Context: an optimization exercise on an open-source flow, tuned for a short achievable clock period and few clock cycles. The choices shown serve that exercise and are no tape-out recipe.
At most, simulation tests tie the RTL to the original design; equivalence was not proved.
Power is estimated from default activity; no workload was simulated.

## JK
## cpu
module cpu
(
   input clk,
   input reset,
   output [15:0] o_pc_addr,
   output o_pc_rd,
   input [15:0] i_pc_rddata,
   output [15:0] o_ldst_addr,
   output o_ldst_rd,
   output o_ldst_wr,
   input [15:0] i_ldst_rddata,
   output [15:0] o_ldst_wrdata,
   output [127:0] o_tb_regs
);
   localparam NB = 1 << BTB_BITS;
   localparam TW = 15 - BTB_BITS;    
   localparam PT = 4;                
   logic [15:0] pc;
   logic [NB-1:0] oh;             
   logic [15:0] pco;              
   logic [15:0] rf [0:7];
   logic        N, Z;
   logic        d_valid;
   logic [15:0] d_pc;
   logic        d_bok;            
   logic [TW-1:0] d_btag;         
   logic        d_fall;           
   logic        d_hold;           
   logic [15:0] r_ir, r_pc;
   logic        r_bok, r_fall;
   logic [TW-1:0] r_btag;
   logic        x_valid;
   logic [15:0] x_a, x_b;         
   logic [10:0] x_hi;             
   logic        x_ah, x_al;       
   logic        x_lk;             
   logic        x_bm;             
   logic [15:0] x_imm;            
   logic        x_sub, x_setf, x_wr, x_ld;
   logic [7:0]  x_ldoh;           
   logic [2:0]  x_rd;
   logic        x_br, x_breg, x_call, x_ret;
   logic [1:0]  x_cond;           
   logic [15:0] x_jreg, x_pc, x_pc2, x_pred;
   logic        x_eqf;            
   logic        x_ptok;           
   logic        x_z0;             
   logic [15:0] m_addr, m_wdata;
   logic        m_rd, m_wr;
   logic        w_ld;
   logic [2:0]  w_rd;
   logic [NB-1:0] bt_v, bt_ret, bt_call;
   logic [TW-1:0] bt_tag [0:NB-1];
   logic [15:0]   bt_tgt [0:NB-1];
   logic [15:0]   rar;
   logic          u_we, u_set, u_ret, u_call;
   logic [BTB_BITS-1:0] u_idx;
   logic [TW-1:0] u_tag;
   logic [15:0]   u_tgt;
   assign o_pc_addr = pco;
   assign o_pc_rd = 1'b1;
   assign o_ldst_addr = m_addr;
   assign o_ldst_wrdata = m_wdata;
   assign o_ldst_rd = m_rd;
   assign o_ldst_wr = m_wr;
   logic [127:0] tb_regs;
   assign o_tb_regs = tb_regs;
   wire [15:0] in1 = (x_a & {{8{x_ah}}, {8{x_al}}}) | (x_pc2 & {16{x_lk}});
   wire [15:0] in2 = (x_b & {16{x_bm}}) | x_imm;
   wire [15:0] sum;
   add16 alu (.a(in1), .b(in2), .cin(x_sub), .s(sum));
   logic taken;
   always_comb begin
      case (x_cond)
         2'd0: taken = x_br;
  ...
Size: roughly 4700 cells after synthesis, roughly 210 I/O pins, about 62000 um^2 of cells after synthesis.
clock: 10.0 ns
lec_check: 0
abc_clock_period_in_ps: 1000
cap_margin: 20
core_margin: 2
core_utilization: 40
cts_cluster_diameter: 60
cts_cluster_size: 30
setup_slack_margin: 5
slew_margin: 20
standard.sh (not shown) runs the stock make flow with config.mk's settings and CLKGATE_MAP_FILE= SYNTH_SCRIPT=/design/flow/synth_recipe.tcl, a recipe that flattens the netlist after the stock synthesis.
==> flow/flow/run.sh <==
#!/bin/bash
# Standard ORFS layout, with repair_timing aiming for a larger setup margin.
set -euo pipefail
bash standard.sh SETUP_SLACK_MARGIN=7.0 finish > standard_flow.log 2>&1
Testbench counts of JK, summed over its fixed seeds: cycles 85,053.
Input-level comparison between MS and JK:
# JK
export LEC_CHECK = 0
export ABC_CLOCK_PERIOD_IN_PS = 1000
export CAP_MARGIN = 20
export CORE_MARGIN = 2
export CORE_UTILIZATION = 40
export CTS_CLUSTER_DIAMETER = 60
export CTS_CLUSTER_SIZE = 30
export SETUP_SLACK_MARGIN = 5
export SLEW_MARGIN = 20
create_clock -name core_clock -period 10.0 [get_ports {clk}]
# MS
export LEC_CHECK = 0
export ABC_CLOCK_PERIOD_IN_PS = 500
export CAP_MARGIN = 20
export CORE_MARGIN = 2
export CORE_UTILIZATION = 40
export SETUP_SLACK_MARGIN = 5
export SLEW_MARGIN = 20
create_clock -name core_clock -period 10.0 [get_ports {clk}]
### Flow results
When MS is set beside JK, its total of plain and repair buffers excluding clock buffers turns out to be 0.72% larger.
Looking at combinational cell fraction of total power, MS sits 0.7 points below JK.
The post-route minimum period number comes out lower for MS vs JK.
Going from JK to MS, sequential share of layout area lower; worst setup margin increased 0.16 ns; routed length on met3 grew by about 0.56%; number of antenna cells inserted now sits lower.
Startpoint-to-endpoint class of the critical path: reg2out -> MS, in2reg -> JK
diff inputs: MS => AL
# MS
export LEC_CHECK = 0
export ABC_CLOCK_PERIOD_IN_PS = 500
export CAP_MARGIN = 20
export CORE_MARGIN = 2
export CORE_UTILIZATION = 40
export SETUP_SLACK_MARGIN = 5
export SLEW_MARGIN = 20
create_clock -name core_clock -period 10.0 [get_ports {clk}]
# AL
export LEC_CHECK = 0
export ABC_CLOCK_PERIOD_IN_PS = 1000
export CAP_MARGIN = 20
export CORE_MARGIN = 2
export CORE_UTILIZATION = 60
export SETUP_SLACK_MARGIN = 5
export SLEW_MARGIN = 20
create_clock -name core_clock -period 10.0 [get_ports {clk}]
Between AL and MS, buffers plus inverters on the worst setup path is lower for MS, AL comes in above that. Changes observed in AL relative to MS: total power rose by 0.63%, wire length held steady, starting density of the core higher. Diff MS -> AL: clock network fraction of total power lost 0.6 points, post-route clock period utilization picked up an extra 0.63 points, via count picked up an extra 3.0%, minimum clock period after layout picked up an extra 0.063 ns, routing usage on met2 picked up an extra 24 points.
What TR does differently from AL at the input level:
# AL
export LEC_CHECK = 0
export ABC_CLOCK_PERIOD_IN_PS = 1000
export CAP_MARGIN = 20
export CORE_MARGIN = 2
export CORE_UTILIZATION = 60
export SETUP_SLACK_MARGIN = 5
export SLEW_MARGIN = 20
create_clock -name core_clock -period 10.0 [get_ports {clk}]
# TR
export LEC_CHECK = 0
export ABC_CLOCK_PERIOD_IN_PS = 1000
export CAP_MARGIN = 20
export CORE_MARGIN = 2
export CORE_UTILIZATION = 40
export CTS_CLUSTER_DIAMETER = 100
export CTS_CLUSTER_SIZE = 24
export SETUP_SLACK_MARGIN = 5
export SLEW_MARGIN = 20
create_clock -name core_clock -period 10.0 [get_ports {clk}]
==> notes.md <==
- Final design instance area without fill in TR vs AL: down 2100 um^2
- TR — global router's overall resource usage 17 points lower, AL as reference
- Delta (TR minus AL): average via count per standard cell now sits lower, number of flip-flops and latches in the synthesized netlist flat.
- Critical-path cell with the highest stage delay: sky130_fd_sc_hd__dfxtp_1 -> AL, sky130_fd_sc_hd__dfrtp_1 -> TR
Here is what was changed in the inputs of PW compared with TR.
# TR
export LEC_CHECK = 0
export ABC_CLOCK_PERIOD_IN_PS = 1000
export CAP_MARGIN = 20
export CORE_MARGIN = 2
export CORE_UTILIZATION = 40
export CTS_CLUSTER_DIAMETER = 100
export CTS_CLUSTER_SIZE = 24
export SETUP_SLACK_MARGIN = 5
export SLEW_MARGIN = 20
create_clock -name core_clock -period 10.0 [get_ports {clk}]
# PW
export LEC_CHECK = 0
export ABC_CLOCK_PERIOD_IN_PS = 1000
export CAP_MARGIN = 20
export CORE_MARGIN = 2
export CORE_UTILIZATION = 40
export SETUP_SLACK_MARGIN = 5
export SLEW_MARGIN = 20
create_clock -name core_clock -period 10.0 [get_ports {clk}]
==> comparison <==
PW falls short of TR in worst path setup slack after routing.
Share of power burned in registers down 5.3 points in PW wrt TR
In the reports for TR and PW, the larger worst hold slack across all endpoints belongs to PW.


## run 4
Another version of the RTL of cpu (not shown whole).
Size in the first run: about 4500 cells after synthesis, ~59000 sq um of cells after synthesis.
// cpu
module cpu
(
   input clk,
   input reset,
   output [15:0] o_pc_addr,
   output o_pc_rd,
   input [15:0] i_pc_rddata,
   output [15:0] o_ldst_addr,
   output o_ldst_rd,
   output o_ldst_wr,
   input [15:0] i_ldst_rddata,
   output [15:0] o_ldst_wrdata,
   output [127:0] o_tb_regs
);
Settings: LEC_CHECK=0, ABC_CLOCK_PERIOD_IN_PS=1000, CAP_MARGIN=20, CORE_MARGIN=2, CORE_UTILIZATION=40, SETUP_SLACK_MARGIN=5, SLEW_MARGIN=20; clock period 10.0 ns.
==> flow/flow/run.sh <==
#!/bin/bash
# Standard ORFS layout, with repair_timing aiming for a larger setup margin.
set -euo pipefail
bash standard.sh SETUP_SLACK_MARGIN=6.5 finish > standard_flow.log 2>&1
Run 4 finished every step from synthesis to the final layout, and the layout passed the timing, design-rule and antenna checks.
Edits applied to the flow inputs when going from run 4 to run 2:
-- flow/flow/run.sh --
<<< run 4, line 4
bash standard.sh SETUP_SLACK_MARGIN=6.5 finish > standard_flow.log 2>&1
>>> run 2, line 4
bash standard.sh SETUP_SLACK_MARGIN=7.0 finish > standard_flow.log 2>&1
-- flow/config.mk --
<<< run 4, line 12
>>> run 2, line 12
export CTS_CLUSTER_DIAMETER = 100
export CTS_CLUSTER_SIZE = 24
==> comparison <==
Going from run 4 to run 2, share of layout cells above drive strength 1 grows by 10 points.
In the final reports, the cell area of run 2 is larger than that of run 4.
NOTE: first-pass iteration count of the detailed router in run 2 exceeds that of run 4
Looking at count of plain and timing-repair buffers in the layout, run 2 sits above run 4.
[compare] base=run 4 new=run 2: cell row count did not really move, portion of total power attributed to the clock network decreased by 10 points relative to the old numbers, worst IR drop on VDD climbed 1.8%.
Part of the total power dissipated in combinational logic: lower on run 4
The final cell count of run 2 and that of run 4 are within noise of each other.
Function was not checked in any run of this note: the RTL went through the layout flow alone.

## what the ideal ports hide
Ports are ideal in the flow. The routed layouts listed here were re-timed in OpenROAD.
Step 1 (the two cells are an assumption about what drives the block):
set clk [get_ports {clk}]
set_driving_cell -lib_cell sky130_fd_sc_hd__clkbuf_16 $clk
set_driving_cell -lib_cell sky130_fd_sc_hd__buf_2 [delete_from_list [all_inputs] $clk]
Step 2 moves the port delays by t, midway between the first and last clock arrival at a register: inputs arrive t later, outputs are due t later. That takes back most of the time a late clock gives input paths.
Slacks: ideal / step 1 / step 2; pairs: ideal / step 1.
run	shift t [ns]	setup WS [ns]	latest minus earliest clock arrival (ns)	cell pins on the clock port's net
JK	0.845	6.417 / 6.444 / 5.599	0.095 / 0.094	1
MS	0.891	6.576 / 6.492 / 5.930	0.077 / 0.077	1
AL	0.861	6.513 / 6.463 / 5.858	0.038 / 0.037	1
TR	0.817	6.638 / 6.562 / 5.958	0.096 / 0.096	1
PW	0.891	6.576 / 6.492 / 5.930	0.077 / 0.077	1
run 4	0.875	6.386 / 6.386 / 5.576	0.105 / 0.105	1
run 2	0.795	6.256 / 6.289 / 5.494	0.074 / 0.074	1
After both steps setup and hold are still met in every run listed. The setup slack of JK, which loses most, moves by +0.027 ns with the drivers and by -0.818 ns with both steps.
